Source: an optimization exercise on an open RTL-to-GDS flow (aim: small area). Production flows keep margins and buffers that such runs may drop.
RTL that was checked went through simulation tests only; none was proved equivalent to the original.
No activity file was given, so power comes from the tool's default toggle rates.

==> 04-26 <==
// spi_interface
module spi_interface(
    output reg          mosi,
    input               miso,
    input               clk,
    input               rst,
    output reg          RX_valid,
    output reg [7:0]    output_shift_register,
    input               TX_valid,
    input [7:0]         input_shift_register
);
==> module spi_interface, before the edit <==
module spi_interface(
    output reg          mosi,
    input               miso,
    input               clk,
    input               rst,
    output reg          RX_valid,
    output reg [7:0]    output_shift_register,
    input               TX_valid,
    input [7:0]         input_shift_register
);
localparam IDLE = 2'd0, MOVE_IN = 2'd1, MOVE_OUT = 2'd2;
reg [1:0] r_st;
reg [2:0] r_bit;
reg [5:0] r_byte;
reg       r_int;
reg [6:0] r_des;                                
wire r_idle = (r_st == IDLE);
wire r_in   = (r_st == MOVE_IN);
wire r_out  = (r_st == MOVE_OUT);
wire r_lo   = (r_byte < 6'd9);                  
wire r_end  = (r_byte == 6'd40) | (r_int & (r_byte == 6'd8));
wire r_last = r_in & (r_bit == 3'd7) & r_end;
wire r_en_a = r_out | (r_in & (r_bit == 3'd7) & r_lo);
wire r_en_b = r_out | (r_in & (r_bit == 3'd7) & ~r_lo);
wire r_out_next = (r_out & ~r_end) | r_last;
reg  r_en_a_n, r_en_b_n;
always @(posedge clk or posedge rst) begin
    if (rst) begin
        r_en_a_n <= 1'b1;
        r_en_b_n <= 1'b1;
    end else begin
        r_en_a_n <= ~(r_out_next | (r_in & (r_bit == 3'd6) & r_lo));
        r_en_b_n <= ~(r_out_next | (r_in & (r_bit == 3'd6) & ~r_lo));
    end
end
always @(posedge clk)
    r_des <= {r_des[5:0], miso};
reg [71:0]  ra;
reg [255:0] rb;
wire [7:0] ra_in = r_out ? rb[7:0] : {r_des, miso};
wire [79:0]  ra_src = {ra_in, ra};
wire [263:0] rb_src = {r_des, miso, rb};
genvar i;
generate
    for (i = 0; i < 72; i = i + 1) begin : rag
        always @(posedge clk)
            ra[i] <= ~((ra_src[i+8] | r_en_a_n) & (ra[i] | r_en_a));
    end
    for (i = 0; i < 256; i = i + 1) begin : rbg
        always @(posedge clk)
            rb[i] <= ~((rb_src[i+8] | r_en_b_n) & (rb[i] | r_en_b));
    end
endgenerate
always @(posedge clk) begin
    if (r_in & (r_byte == 6'd0) & (r_bit == 3'd1))
        r_int <= miso;
end
always @(posedge clk or posedge rst) begin
    if (rst) begin
        r_st <= IDLE;
        RX_valid <= 1'b0;
        output_shift_register <= 8'd0;
    end else begin
        RX_valid <= r_last | r_out;
        if (r_out)
            output_shift_register <= ra[7:0] ^ {8{~r_byte[0]}};
        case (r_st)
            IDLE:     if (!miso) r_st <= MOVE_IN;
            MOVE_IN:  if (r_last) r_st <= MOVE_OUT;
            MOVE_OUT: if (r_end) r_st <= IDLE;
            default:  r_st <= IDLE;
        endcase
    end
end
always @(posedge clk) begin
    if (r_idle | r_last | (r_out & r_end)) begin
        r_bit <= 3'd0;
        r_byte <= 6'd0;
    end else if (r_in) begin
        r_bit <= r_bit + 3'd1;
        if (r_bit == 3'd7)
            r_byte <= r_byte + 6'd1;
    end else begin
        r_byte <= r_byte + 6'd1;
    end
end
reg [1:0] t_st;
reg [2:0] t_bit;
reg [5:0] t_byte;
reg       t_int;
wire t_idle = (t_st == IDLE);
wire t_in   = (t_st == MOVE_IN);
wire t_out  = (t_st == MOVE_OUT);
wire t_in_end = (t_byte == 6'd40);
wire t_end  = (t_bit == 3'd7) & ((t_byte == 6'd40) | (t_int & (t_byte == 6'd8)));
wire t_en = t_in | (t_out & (t_bit == 3'd7));
reg  t_en_n;
always @(posedge clk or posedge rst) begin
    if (rst)
        t_en_n <= 1'b1;
    else
        t_en_n <= ~((t_idle & TX_valid) | (t_in & ~t_in_end) | (t_out & (t_bit == 3'd6)));
end
reg [327:0] tl;
wire [335:0] tl_src = {input_shift_register, tl};
generate
    for (i = 0; i < 328; i = i + 1) begin : tg
        always @(posedge clk)
            tl[i] <= ~((tl_src[i+8] | t_en_n) & (tl[i] | t_en));
    end
endgenerate
wire t_bitval = tl[7 - t_bit] ^ ~(t_bit[0] ^ t_byte[0]);
always @(posedge clk) begin
    if (t_in & (t_byte == 6'd0))
        t_int <= input_shift_register[6];
end
always @(posedge clk or posedge rst) begin
    if (rst) begin
        t_st <= IDLE;
        mosi <= 1'b1;
    end else begin
        case (t_st)
            IDLE: begin
                mosi <= ~TX_valid;
                if (TX_valid) t_st <= MOVE_IN;
            end
            MOVE_IN: begin
                mosi <= 1'b0;
                if (t_in_end) t_st <= MOVE_OUT;
            end
            MOVE_OUT: begin
                mosi <= t_bitval;
                if (t_end) t_st <= IDLE;
            end
            default: begin
                mosi <= 1'b1;
                t_st <= IDLE;
            end
        endcase
    end
end
always @(posedge clk) begin
    if (t_idle | (t_in & t_in_end) | (t_out & t_end)) begin
        t_bit <= 3'd0;
        t_byte <= 6'd0;
    end else if (t_in) begin
        t_byte <= t_byte + 6'd1;
    end else begin
        t_bit <= t_bit + 3'd1;
        if (t_bit == 3'd7)
            t_byte <= t_byte + 6'd1;
    end
end
endmodule
clock: 5.0 ns
lec_check: 0
cap_margin: 20
core_margin: 2
core_utilization: 40
slew_margin: 20
run.sh (not shown) runs the stock make flow with config.mk's settings and CLKGATE_MAP_FILE= SYNTH_SCRIPT=/design/flow/synth_recipe.tcl, a recipe that flattens the netlist after the stock synthesis.
==> 04-17: changes against 04-26 <==
==> flow/design.v (replaced) <==
module spi_interface(
    output reg          mosi,
    input               miso,
    input               clk,
    input               rst,
    output reg          RX_valid,
    output reg [7:0]    output_shift_register,
    input               TX_valid,
    input [7:0]         input_shift_register
);
genvar i;
reg       r_in, r_in_n;                         
reg       r_out;                                
reg [2:0] r_bit;
reg [5:0] r_byte;
reg       r_int;                                
wire r_end  = (r_byte == 6'd40) | (r_int & (r_byte == 6'd8));
wire r_last = r_in & (r_bit == 3'd7) & r_end;
wire r_in_next = r_in ? ~r_last : (~r_out & ~miso);
reg [327:0] rs;
wire [328:0] rs_ser  = {miso, rs};              
wire [335:0] rs_byte = {8'hff, rs};             
generate
    for (i = 0; i < 328; i = i + 1) begin : rsg
        always @(posedge clk)
            rs[i] <= ~((rs_ser[i+1] | r_in_n) & (rs_byte[i+8] | r_in));
    end
endgenerate
wire [7:0] r_tap;
generate
    for (i = 0; i < 8; i = i + 1) begin : rtap
        assign r_tap[7-i] = (r_int ? rs[256+i] : rs[i]) ^ r_byte[0] ^ (i % 2);
    end
endgenerate
always @(posedge clk) begin
    if (r_in & (r_byte == 6'd0) & (r_bit == 3'd1))
        r_int <= miso;
end
always @(posedge clk or posedge rst) begin
    if (rst) begin
        r_in <= 1'b0;
        r_in_n <= 1'b1;
        r_out <= 1'b0;
        RX_valid <= 1'b0;
        output_shift_register <= 8'd0;
    end else begin
        r_in <= r_in_next;
        r_in_n <= ~r_in_next;
        r_out <= r_last | (r_out & ~r_end);
        RX_valid <= r_last | r_out;
        if (r_out)
            output_shift_register <= r_tap;
    end
end
always @(posedge clk) begin
    if (~(r_in | r_out) | r_last | (r_out & r_end)) begin
        r_bit <= 3'd0;
        r_byte <= 6'd0;
    end else if (r_in) begin
        r_bit <= r_bit + 3'd1;
        if (r_bit == 3'd7)
            r_byte <= r_byte + 6'd1;
    end else begin
        r_byte <= r_byte + 6'd1;
    end
end
reg       t_in, t_in_n;                         
reg       t_out;                                
reg [2:0] t_bit;
reg [5:0] t_byte;
reg       t_int;                                
wire t_in_end = (t_byte == 6'd40);
wire t_end  = (t_bit == 3'd7) & ((t_byte == 6'd40) | (t_int & (t_byte == 6'd8)));
wire t_in_next = t_in ? ~t_in_end : (~t_out & TX_valid);
reg [327:0] ts;
wire [328:0] ts_ser  = {1'b1, ts};
wire [335:0] ts_byte;
generate
    for (i = 0; i < 8; i = i + 1) begin : tin
        assign ts_byte[328+i] = input_shift_register[7-i];
    end
endgenerate
assign ts_byte[327:0] = ts;
generate
    for (i = 0; i < 328; i = i + 1) begin : tsg
        always @(posedge clk)
            ts[i] <= ~((ts_ser[i+1] | t_in) & (ts_byte[i+8] | t_in_n));
    end
endgenerate
always @(posedge clk) begin
    if (t_in & (t_byte == 6'd0))
        t_int <= input_shift_register[6];
end
always @(posedge clk or posedge rst) begin
    if (rst) begin
        t_in <= 1'b0;
        t_in_n <= 1'b1;
        t_out <= 1'b0;
        mosi <= 1'b1;
    end else begin
        t_in <= t_in_next;
        t_in_n <= ~t_in_next;
        t_out <= (t_in & t_in_end) | (t_out & ~t_end);
        if (t_out)
            mosi <= ts[0] ^ ~(t_bit[0] ^ t_byte[0]);
        else
            mosi <= ~(t_in | TX_valid);
    end
end
always @(posedge clk) begin
    if (~(t_in | t_out) | (t_in & t_in_end) | (t_out & t_end)) begin
        t_bit <= 3'd0;
        t_byte <= 6'd0;
    end else if (t_in) begin
        t_byte <= t_byte + 6'd1;
    end else begin
        t_bit <= t_bit + 3'd1;
        if (t_bit == 3'd7)
            t_byte <= t_byte + 6'd1;
    end
end
endmodule
==> flow/flow/run.sh (new file) <==
#!/bin/bash
set -euo pipefail
export CTS_ARGS="-sink_clustering_enable -repair_clock_nets -sink_clustering_size 20 -sink_clustering_max_diameter 60 -buf_list sky130_fd_sc_hd__clkbuf_8 -dont_use_dummy_load -tree_buf sky130_fd_sc_hd__clkbuf_4 -root_buf sky130_fd_sc_hd__clkbuf_8"
bash standard.sh > standard.log 2>&1
==> flow/standard.sh (new file) <==
#!/bin/bash
# synth_recipe.tcl (not shown) runs the flow's synth.tcl, then flattens the netlist and writes it again
# the make line also repeats each setting of config.mk as NAME=value (left out here)
make -C /OpenROAD-flow-scripts/flow DESIGN_CONFIG=/design/flow/config.mk WORK_HOME=/design/flow/orfs CLKGATE_MAP_FILE= SYNTH_SCRIPT=/design/flow/synth_recipe.tcl "${@:-finish}"
- CORE_UTILIZATION: 40 -> 65
- CTS_BUF_LIST: not set -> sky130_fd_sc_hd__clkbuf_8
- CTS_CLUSTER_DIAMETER: not set -> 60
- CTS_CLUSTER_SIZE: not set -> 20
removed: flow/run.sh
==> summary.md <==
| Metric | Value |
|---|---|
| CTS H-tree depth | 3 |
| Worst-margin pin slew | a little over 1 ns |
| Starting Density | 0.404 |
| Drt total wl | a little over 30,000 um |
| Status | timing/DRC/antenna clean |
| Hold Startpoint | r_des[3]$_DFF_P_ |
| Met1 Usage GRT | 0.155 |
| Dpl hpwl | 15,900 um |
| Number of buffers created by CTS | 67 |
| CP Max Fanout | around 190 |
| Clock root buffer | clkbuf_16 |
| Power Total | between 15 and 20 mW |
| Post-synth ARST share | 0.0243 |
| Clock group | 4.80 mW |
# the run above: 04-26

==> summary.md <==
| Metric | Value |
|---|---|
| CTS H-tree depth | 2 |
| Worst-margin pin slew | 0.960 ns |
| Clock root buffer | clkbuf_8 |
| Top cell type's share of synthesized area | 0.686 |
| Tmin final | ~2.6 ns |
| Drt total wl | roughly 32,000 um |
| Post-synth ARST share | 0.0231 |
| DP Worst Slack | 2.82 ns |
| CP Max Fanout | 1 |
| Dpl hpwl | 18,100 um |
| Clock group | 2.25 mW |
| Met1 Usage GRT | 0.292 |
| Hold Buf Count CTS | 0 |
| Hold Startpoint | rs[327]$_DFF_P_ |
| Worst r2r src | r_in_n$_DFF_PP1_ |
| Starting Density | 0.662 |
| Status | timing/DRC/antenna clean |
# the run above: 04-17

The RTL of 04-17 was laid out without a check of its function.

==> what the ideal ports hide <==
The results above use ideal ports. As a check the final layouts listed here were re-extracted and re-timed, cells and wires unchanged.
Step 1 (the two cells are an assumption about what drives the block):
set clk [get_ports {clk}]
set_driving_cell -lib_cell sky130_fd_sc_hd__clkbuf_16 $clk
set_driving_cell -lib_cell sky130_fd_sc_hd__buf_2 [delete_from_list [all_inputs] $clk]
Step 2 adds t to the input delays and takes it off the output delays; t is the mean of the earliest and latest rising clock arrival at the registers after step 1. Input paths then give back, and output paths get back, about the clock's delay inside the block.
Three values: ideal ports, drivers, drivers and shift; two values: the first two.
| run | shift t [ns] | slack for setup (ns) | worst setup path after step 2 | clock arrival spread, ns | slew at the worst register clock pin (ns) |
|---|---|---|---|---|---|
| 04-26 | 0.627 | 1.900 / 1.900 / 1.900 | register to register | 0.025 / 0.024 | 0.06 / 0.06 |
| 04-17 | 0.607 | 2.357 / 2.308 / 2.745 | register to register | 0.045 / 0.045 | 0.12 / 0.12 |
After both steps setup and hold are still met in every run listed.
